What follows belongs to an exercise in optimizing a design on an open flow for small area, a short achievable clock period and few clock cycles; a production flow would make more cautious choices. Where RTL was checked, it was by simulation tests only, not by an equivalence proof against the original. Power figures rest on the tool's default switching activity, not on a simulated workload.

// poly2mono
module poly2mono #(
  parameter MAX_VOICE = 16
)(
  input  logic       clk,
  input  logic       reset_n,
  output logic       ready,
  input  logic       valid_in,
  input  logic       note_on_in,
  input  logic [6:0] note_num_in,
  input  logic [6:0] velocity_in,
  output logic       note_on_out,
  output logic [6:0] note_num_out,
  output logic [6:0] velocity_out
);
export LEC_CHECK = 0
export CAP_MARGIN = 20
export CORE_MARGIN = 2
export CORE_UTILIZATION = 75
export CTS_CLUSTER_DIAMETER = 100
export CTS_CLUSTER_SIZE = 30
export SETUP_SLACK_MARGIN = 3.8
export SLEW_MARGIN = 20
export SYNTH_HIERARCHICAL = 1
export SYNTH_MINIMUM_KEEP_SIZE = 0
export TNS_END_PERCENT = 5
create_clock -name core_clock -period 6.0 [get_ports {clk}]
run.sh (not shown) runs the stock make flow with config.mk's settings and CLKGATE_MAP_FILE= SYNTH_SCRIPT=/design/flow/synth_recipe.tcl, a recipe that flattens the netlist after the stock synthesis.
Testbench counts at the start, summed over its fixed seeds: cycles 24,000.
==> next run, changes <==
Settings changed: CORE_UTILIZATION 75 to 70, TNS_END_PERCENT 5 to 20.
Effect: The changed run finished clean. Final area grows by about 5.4%. Clock power grows by 2.5%. Hold slack gets better by 0.0071 ns. Die area grows by 6.9%. Global-route usage grows by 2.5 points. Routed wire length grows by about 14%. Cell count grows by about 3%.

Setup of maple:
poly2mono, a different RTL version from the one above (not shown whole).
Size in the first run: ~1500 cells after synthesis, about 290 flip-flops, ~13000 µm² of cells after synthesis.
Settings: LEC_CHECK=0, CAP_MARGIN=20, CORE_MARGIN=2, CORE_UTILIZATION=60, SETUP_SLACK_MARGIN=3.8, SLEW_MARGIN=20, TNS_END_PERCENT=5; clock period 6.0 ns.
Testbench counts of maple, summed over its fixed seeds: cycles 24,000.
Inputs modified between maple and juniper:
Settings: CTS_CLUSTER_DIAMETER now 100, previously not set; CTS_CLUSTER_SIZE now 30, previously not set.
--- outcome ---
When the final numbers for juniper and maple were put side by side, the number of optimization iterations in the first detailed-route pass turned out to be greater in maple.
On share of power burned in the clock network: juniper sits below maple.
The number of clock-tree buffers in the layout in juniper sits 28 below the value recorded for maple.
In the metrics for juniper and maple, the one carrying the higher via count of the first global-routing pass is maple.

poly2mono, a different RTL version from the one above (not shown whole).
Size in the first run: about 1,400 cells after synthesis, roughly 34 I/O pins.
make LEC_CHECK=0 CAP_MARGIN=20 CORE_MARGIN=2 CORE_UTILIZATION=60 CTS_BUF_LIST='sky130_fd_sc_hd__clkbuf_4 sky130_fd_sc_hd__clkbuf_8' CTS_CLUSTER_SIZE=30 SETUP_SLACK_MARGIN=3.8 SLEW_MARGIN=20 TNS_END_PERCENT=5 finish   # period 6.0 ns
Edit:
Settings changed: CTS_BUF_LIST sky130_fd_sc_hd__clkbuf_4 sky130_fd_sc_hd__clkbuf_8 to not set, CTS_CLUSTER_SIZE 30 to not set.
Result: Routed wire length is higher by 2.6%; power is higher by 0.34%; clock skew decreases by 0.018 ns; via count increases by 2.3%; worst setup slack gains 0.092 ns.
Function was not checked in any run of this note: the RTL went through the layout flow alone.

run a:
Starting RTL as in the previous note.
Settings: LEC_CHECK=0, CAP_MARGIN=20, CORE_MARGIN=2, CORE_UTILIZATION=40, SETUP_SLACK_MARGIN=3.2, SLEW_MARGIN=20, TNS_END_PERCENT=5; clock period 6.0 ns.
Inputs modified between run a and run b:
Settings: changing SETUP_SLACK_MARGIN from 3.2 to 3.5.
Findings:
- Against run a, post-layout worst setup margin in run b came out better.
- Between run a and run b, the detail-routed via count per cell does not differ in any meaningful way.
- Summary — clock network power share, run b relative to run a: lower, by 0.3 points.
- sky130_fd_sc_hd__or4_4 as the cell with the largest stage delay on the worst path was reported by run b, and sky130_fd_sc_hd__a221o_1 by run a.
- Run b vs run a: design area up by a few percent
- velocity_out[3] as the destination of the critical timing path was reported by run b, and note_num_out[0] by run a.
- Against run a as the reference, run b delivers a higher first-pass detailed-route iteration total.
No run of this note included a check of the RTL's function; only the layout flow was run.

## job 1623
Another version of the RTL of poly2mono (not shown whole).
For scale: ~290 flip-flops, roughly 34 I/O pins, about 0.013 mm^2 of cells after synthesis.
export LEC_CHECK = 0
export CAP_MARGIN = 20
export CORE_MARGIN = 2
export CORE_UTILIZATION = 70
export CTS_CLUSTER_DIAMETER = 100
export CTS_CLUSTER_SIZE = 30
export SETUP_SLACK_MARGIN = 4.0
export SLEW_MARGIN = 20
export SYNTH_HIERARCHICAL = 1
export SYNTH_MINIMUM_KEEP_SIZE = 0
export TNS_END_PERCENT = 5
create_clock -name core_clock -period 6.0 [get_ports {clk}]
Testbench counts of job 1623, summed over its fixed seeds: cycles 24,000.
Setup changes, job 1623 to job 7927
# job 1623
export LEC_CHECK = 0
export CAP_MARGIN = 20
export CORE_MARGIN = 2
export CORE_UTILIZATION = 70
export CTS_CLUSTER_DIAMETER = 100
export CTS_CLUSTER_SIZE = 30
export SETUP_SLACK_MARGIN = 4.0
export SLEW_MARGIN = 20
export SYNTH_HIERARCHICAL = 1
export SYNTH_MINIMUM_KEEP_SIZE = 0
export TNS_END_PERCENT = 5
create_clock -name core_clock -period 6.0 [get_ports {clk}]
# job 7927
export LEC_CHECK = 0
export CAP_MARGIN = 20
export CORE_MARGIN = 2
export CORE_UTILIZATION = 70
export CTS_CLUSTER_DIAMETER = 100
export CTS_CLUSTER_SIZE = 30
export SETUP_SLACK_MARGIN = 3.8
export SLEW_MARGIN = 20
export SYNTH_HIERARCHICAL = 1
export SYNTH_MINIMUM_KEEP_SIZE = 0
export TNS_END_PERCENT = 10
create_clock -name core_clock -period 6.0 [get_ports {clk}]
[summary]
- Compared job 1623 against job 7927; area of the multi-input gates within noise.
- Job 7927 reports its launch point of the critical path as velocity_in[3] while job 1623 reports velocity_in[5].
- Delta (job 7927 minus job 1623): worst-case setup margin in the final layout -38 ps, final layout net count essentially unchanged, final standard cell count with taps included and fillers excluded held, sequential share of layout area held.
Setup changes, job 7927 to job 2031
# job 7927
export LEC_CHECK = 0
export CAP_MARGIN = 20
export CORE_MARGIN = 2
export CORE_UTILIZATION = 70
export CTS_CLUSTER_DIAMETER = 100
export CTS_CLUSTER_SIZE = 30
export SETUP_SLACK_MARGIN = 3.8
export SLEW_MARGIN = 20
export SYNTH_HIERARCHICAL = 1
export SYNTH_MINIMUM_KEEP_SIZE = 0
export TNS_END_PERCENT = 10
create_clock -name core_clock -period 6.0 [get_ports {clk}]
# job 2031
export LEC_CHECK = 0
export CAP_MARGIN = 20
export CORE_MARGIN = 2
export CORE_UTILIZATION = 70
export CTS_CLUSTER_DIAMETER = 100
export CTS_CLUSTER_SIZE = 30
export SETUP_SLACK_MARGIN = 3.6
export SLEW_MARGIN = 20
export SYNTH_HIERARCHICAL = 1
export SYNTH_MINIMUM_KEEP_SIZE = 0
export TNS_END_PERCENT = 5
create_clock -name core_clock -period 6.0 [get_ports {clk}]
==> notes.md <==
The final layouts of job 7927 and job 2031 pass the timing, DRC and antenna checks. Delta(register-to-register slack, job 2031 - job 7927) < 0. The overall track demand over capacity in global routing was comparable across job 7927 and job 2031. From job 2031 to job 7927, die width did not move at all.

Starting RTL as in the previous note.
make LEC_CHECK=0 CAP_MARGIN=20 CORE_MARGIN=2 CORE_UTILIZATION=70 CTS_CLUSTER_DIAMETER=100 CTS_CLUSTER_SIZE=30 SETUP_SLACK_MARGIN=4.3 SLEW_MARGIN=20 SYNTH_HIERARCHICAL=1 SYNTH_MINIMUM_KEEP_SIZE=0 TNS_END_PERCENT=5 finish   # period 6.0 ns
Testbench counts at the start, summed over its fixed seeds: cycles 24,000.
Then changed:
--- a/flow/config.mk
+++ b/flow/config.mk
@@ -11,5 +11,5 @@
 export CTS_CLUSTER_DIAMETER = 100
 export CTS_CLUSTER_SIZE = 30
-export SETUP_SLACK_MARGIN = 4.3
+export SETUP_SLACK_MARGIN = 3.8
 export SLEW_MARGIN = 20
 export SYNTH_HIERARCHICAL = 1
=> Routed wire length grows by 0.46%. Clock-buffer cell count stays the same. Power hardly moves.

-- what the ideal ports hide --
No port has a modelled driver above. Below, the same layouts with a new extraction and two added sets of constraints.
Step 1, drivers: a clkbuf_16 drives clk and a buf_2 each remaining input, both assumed.
Step 2 moves the port delays by t, midway between the first and last clock arrival at a register: inputs arrive t later, outputs are due t later. That takes back most of the time a late clock gives input paths.
Slacks: no drivers / after step 1 / after step 2; pairs: no drivers / after step 1.
run | t (ns) | setup WS [ns] | worst hold slack (ns) | worst register clock-pin slew, ns | worst slew at a driven data input, ns
the first run of note 1 | 0.525 | 3.303 / 3.303 / 2.841 | 0.443 / 0.443 / 0.443 | 0.11 / 0.11 | 0.05
the second run of note 1 | 0.538 | 3.248 / 3.279 / 2.740 | 0.450 / 0.450 / 0.450 | 0.12 / 0.12 | 0.06
maple | 0.599 | 3.543 / 3.529 / 2.962 | 0.446 / 0.446 / 0.446 | 0.06 / 0.06 | 0.05
juniper | 0.542 | 3.487 / 3.498 / 2.955 | 0.451 / 0.451 / 0.451 | 0.12 / 0.12 | 0.05
the first run of note 3 | 0.591 | 3.201 / 3.217 / 2.626 | 0.444 / 0.444 / 0.444 | 0.07 / 0.07 | 0.03
the second run of note 3 | 0.595 | 3.293 / 3.293 / 2.748 | 0.443 / 0.443 / 0.443 | 0.06 / 0.06 | 0.04
run a | 0.603 | 3.143 / 3.143 / 2.613 | 0.447 / 0.447 / 0.447 | 0.06 / 0.06 | 0.03
run b | 0.604 | 3.229 / 3.229 / 2.741 | 0.446 / 0.446 / 0.446 | 0.06 / 0.06 | 0.04
job 1623 | 0.532 | 3.560 / 3.591 / 3.059 | 0.444 / 0.444 / 0.444 | 0.11 / 0.11 | 0.05
job 7927 | 0.530 | 3.523 / 3.547 / 3.017 | 0.445 / 0.445 / 0.445 | 0.11 / 0.11 | 0.06
job 2031 | 0.530 | 3.402 / 3.353 / 2.994 | 0.445 / 0.445 / 0.445 | 0.12 / 0.12 | 0.04
the first run of note 6 | 0.532 | 3.550 / 3.569 / 3.037 | 0.445 / 0.445 / 0.445 | 0.12 / 0.12 | 0.05
the second run of note 6 | 0.530 | 3.554 / 3.573 / 3.042 | 0.444 / 0.444 / 0.444 | 0.11 / 0.11 | 0.06
After both steps setup and hold are still met in every run listed. For maple, which loses most, drivers alone change the setup slack by -0.014 ns; drivers and shift together by -0.581 ns.
